From an optimization exercise on the open Yosys and OpenROAD flow, aimed at small area and a short achievable clock period; shortcuts taken in it are not production practice.
The RTL was checked by simulation tests, not by an equivalence proof against the original design.
The clock port is modelled as an ideal driver, which makes a skipped or thinned clock tree look cheaper than it is; a real chip needs a root buffer or a tree.
Power figures rest on the tool's default switching activity, not on a simulated workload.

==> flow/design.v (excerpt) <==
module FIR
#(
parameter data_in = 16,
parameter no_tap = 10
)
(
    input i_clk,
    input signed [data_in-1:0] i_serial_in ,
    input i_data_wr,
    output signed [2*data_in-1:0] o_data_out ,
    output o_data_rdy,
    input i_reset
    );
Settings: LEC_CHECK=0, CAP_MARGIN=20, CORE_MARGIN=2, CORE_UTILIZATION=65, PLACE_DENSITY=0.75, SLEW_MARGIN=20; clock period 10.0 ns.
standard.sh (not shown) runs the stock make flow with config.mk's settings and CLKGATE_MAP_FILE= SYNTH_SCRIPT=/design/flow/synth_recipe.tcl, a recipe that flattens the netlist after the stock synthesis.
==> flow/flow/run.sh <==
#!/bin/bash
# The standard layout (standard.sh: ORFS from synthesis to the routed
# layout, with the standard synthesis unchanged), with these changes to how
# the layout is made:
#  - repair_timing is asked to leave 7 ns of setup slack instead of 0, so it
#    keeps sizing the critical paths below the 10 ns clock;
#  - the port buffers that buffer_ports inserts are buf_2;
#  - clock tree synthesis uses clkbuf_16 in clusters of up to 25 registers,
#    inserts no dummy loads, and (flow/pre_cts.tcl) drives the leaf buffers
#    straight from the root buffer, without the H-tree level between them.
# Each tool's full output goes to ORFS's logs under orfs/logs; make's own
# output goes to make_finish.log in this folder.
set -euo pipefail
bash standard.sh SETUP_SLACK_MARGIN=7 \
  "BUFFER_PORTS_ARGS=-buffer_cell sky130_fd_sc_hd__buf_2" \
  "CTS_ARGS=-sink_clustering_enable -repair_clock_nets -dont_use_dummy_load -buf_list sky130_fd_sc_hd__clkbuf_16 -sink_clustering_size 25 -sink_clustering_max_diameter 70" \
  "PRE_CTS_TCL=$PWD/flow/pre_cts.tcl" \
  finish > make_finish.log 2>&1
==> flow/flow/pre_cts.tcl <==
# Wraps clock_tree_synthesis. TritonCTS builds a root buffer, one or more
# H-tree levels and leaf buffers; this connects the leaf buffers straight to
# the root buffer's output and deletes the H-tree level buffers, so every
# register's clock passes through the same two buffers (root, leaf) and the
# whole tree has less delay. No register's clock is delayed.
rename clock_tree_synthesis my_cts_orig
proc clock_tree_synthesis {args} {
  my_cts_orig {*}$args
  set block [ord::get_db_block]
  set removed 0
  foreach inst [$block getInsts] {
    set name [$inst getName]
    if {![regexp {^clkbuf_[1-9][0-9]*_[0-9]+__f_} $name]} continue
    set in_net [[$inst findITerm A] getNet]
    set out_net [[$inst findITerm X] getNet]
    foreach it [$out_net getITerms] {
      if {[$it getInst] != $inst} { $it disconnect; $it connect $in_net }
    }
    odb::dbInst_destroy $inst
    odb::dbNet_destroy $out_net
    incr removed
  }
  puts "pre_cts.tcl: removed $removed H-tree level clock buffers"
}
==> next run, changes <==
--- a/flow/flow/run.sh
+++ b/flow/flow/run.sh
@@ -7,3 +7,3 @@
 #  - the port buffers that buffer_ports inserts are buf_2;
-#  - clock tree synthesis uses clkbuf_16 in clusters of up to 25 registers,
+#  - clock tree synthesis uses a buf_16 root and clkbuf_16 leaves in clusters of up to 25 registers,
 #    inserts no dummy loads, and (flow/pre_cts.tcl) drives the leaf buffers
@@ -15,3 +15,3 @@
   "BUFFER_PORTS_ARGS=-buffer_cell sky130_fd_sc_hd__buf_2" \
-  "CTS_ARGS=-sink_clustering_enable -repair_clock_nets -dont_use_dummy_load -buf_list sky130_fd_sc_hd__clkbuf_16 -sink_clustering_size 25 -sink_clustering_max_diameter 70" \
+  "CTS_ARGS=-sink_clustering_enable -repair_clock_nets -dont_use_dummy_load -buf_list sky130_fd_sc_hd__clkbuf_16 -root_buf sky130_fd_sc_hd__buf_16 -sink_clustering_size 25 -sink_clustering_max_diameter 70" \
   "PRE_CTS_TCL=$PWD/flow/pre_cts.tcl" \
The new run passed the timing, design-rule and antenna checks.
First-iteration DRC count grows by a few percent.
Die area stays the same.
Via count barely changes.

========
Setup of the baseline:
Another version of the RTL of FIR (not shown whole).
Size: about 720 cells after synthesis, ~240 flip-flops, roughly 52 I/O pins, about 8400 um^2 of cells after synthesis.
==> flow/config.mk <==
export PLATFORM = sky130hd
export DESIGN_NAME = FIR
export DESIGN_NICKNAME = FIR
export VERILOG_FILES = /design/flow/design.v
export SDC_FILE = /design/flow/constraint.sdc
export NUM_CORES = 4
export LEC_CHECK = 0
export CAP_MARGIN = 20
export CORE_MARGIN = 2
export CORE_UTILIZATION = 65
export PLACE_DENSITY = 0.75
export SLEW_MARGIN = 20
==> flow/constraint.sdc <==
create_clock -name core_clock -period 10.0 [get_ports {i_clk}]
set_input_delay 2.0000 -clock core_clock [delete_from_list [all_inputs] [get_ports {i_clk}]]
set_output_delay 2.0000 -clock core_clock [all_outputs]
set_load 0.01 [all_outputs]
==> flow/flow/run.sh <==
#!/bin/bash
# The standard layout (standard.sh: ORFS from synthesis to the routed
# layout, with the standard synthesis unchanged), with these changes to how
# the layout is made:
#  - repair_timing is asked to leave 7.15 ns of setup slack instead of 0, so it
#    keeps sizing the critical paths below the 10 ns clock;
#  - the port buffers that buffer_ports inserts are buf_2;
#  - clock tree synthesis uses a buf_16 root and buf_12 leaves in clusters of up to 25 registers,
#    inserts no dummy loads, and (flow/pre_cts.tcl) drives the leaf buffers
#    straight from the root buffer, without the H-tree level between them.
# Each tool's full output goes to ORFS's logs under orfs/logs; make's own
# output goes to make_finish.log in this folder.
set -euo pipefail
bash standard.sh SETUP_SLACK_MARGIN=7.15 \
  "BUFFER_PORTS_ARGS=-buffer_cell sky130_fd_sc_hd__buf_2" \
  "CTS_ARGS=-sink_clustering_enable -repair_clock_nets -dont_use_dummy_load -buf_list sky130_fd_sc_hd__buf_12 -root_buf sky130_fd_sc_hd__buf_16 -sink_clustering_size 25 -sink_clustering_max_diameter 70" \
  "PRE_CTS_TCL=$PWD/flow/pre_cts.tcl" \
  finish > make_finish.log 2>&1
Scripts as last shown in full above: flow/flow/pre_cts.tcl
The baseline: no failed stages, no open violations at the end
Relative to the baseline, the following input files were edited for the candidate:
--- a/flow/flow/run.sh
+++ b/flow/flow/run.sh
@@ -5 +5 @@
-#  - repair_timing is asked to leave 7.15 ns of setup slack instead of 0, so it
+#  - repair_timing is asked to leave 7 ns of setup slack instead of 0, so it
@@ -8 +8 @@
-#  - clock tree synthesis uses a buf_16 root and buf_12 leaves in clusters of up to 25 registers,
+#  - clock tree synthesis uses a buf_16 root and clkbuf_16 leaves in clusters of up to 25 registers,
@@ -14 +14 @@
-bash standard.sh SETUP_SLACK_MARGIN=7.15 \
+bash standard.sh SETUP_SLACK_MARGIN=7 \
@@ -16 +16 @@
-  "CTS_ARGS=-sink_clustering_enable -repair_clock_nets -dont_use_dummy_load -buf_list sky130_fd_sc_hd__buf_12 -root_buf sky130_fd_sc_hd__buf_16 -sink_clustering_size 25 -sink_clustering_max_diameter 70" \
+  "CTS_ARGS=-sink_clustering_enable -repair_clock_nets -dont_use_dummy_load -buf_list sky130_fd_sc_hd__clkbuf_16 -root_buf sky130_fd_sc_hd__buf_16 -sink_clustering_size 25 -sink_clustering_max_diameter 70" \
Findings:
Taking the baseline as the reference point, the path depth of the worst reg2reg path of the candidate rises by 2.
Summary of the candidate over the baseline: share of async-settable or async-resettable flops after synthesis about even; core box area shows no meaningful change.
The candidate vs the baseline, final weighted congestion of routability-driven global placement went up by 6.6%.
Post-layout minimum cycle time (higher): the candidate
Compared with the baseline, the candidate shows a higher clock power share.
Of the baseline and the candidate, the run reporting the lower ratio of final minimum period to clock period was the baseline.
Diff the baseline and the candidate: count of vias placed by the detailed router lower in the candidate
The baseline → the candidate: placement-stage cell area neither gained nor lost much; worst setup slack after placement grew by 52 ps; finished layout cell area lost about 1.7%.

[static timing again, ports no longer ideal]
The results above use ideal ports. As a check the final layouts listed here were re-extracted and re-timed, cells and wires unchanged.
Step 1 assumes that a clkbuf_16 drives the clock port and a buf_2 every other input.
Step 2 moves the port delays by t, midway between the first and last clock arrival at a register: inputs arrive t later, outputs are due t later. That takes back most of the time a late clock gives input paths.
Three values: ideal, step 1, step 2; two values: the first two.
run | shift t [ns] | setup WS [ns] | worst slew at a driven data input, ns
the first run of note 1 | 0.439 | 7.083 / 7.042 / 6.870 | 0.03
the second run of note 1 | 0.419 | 7.109 / 7.061 / 6.873 | 0.03
the baseline | 0.388 | 7.125 / 7.080 / 7.212 | 0.04
the candidate | 0.416 | 7.091 / 7.043 / 7.124 | 0.03
After both steps every run listed still meets setup and hold. The setup slack of the second run of note 1, which loses most, moves by -0.048 ns with the drivers and by -0.236 ns with both steps.
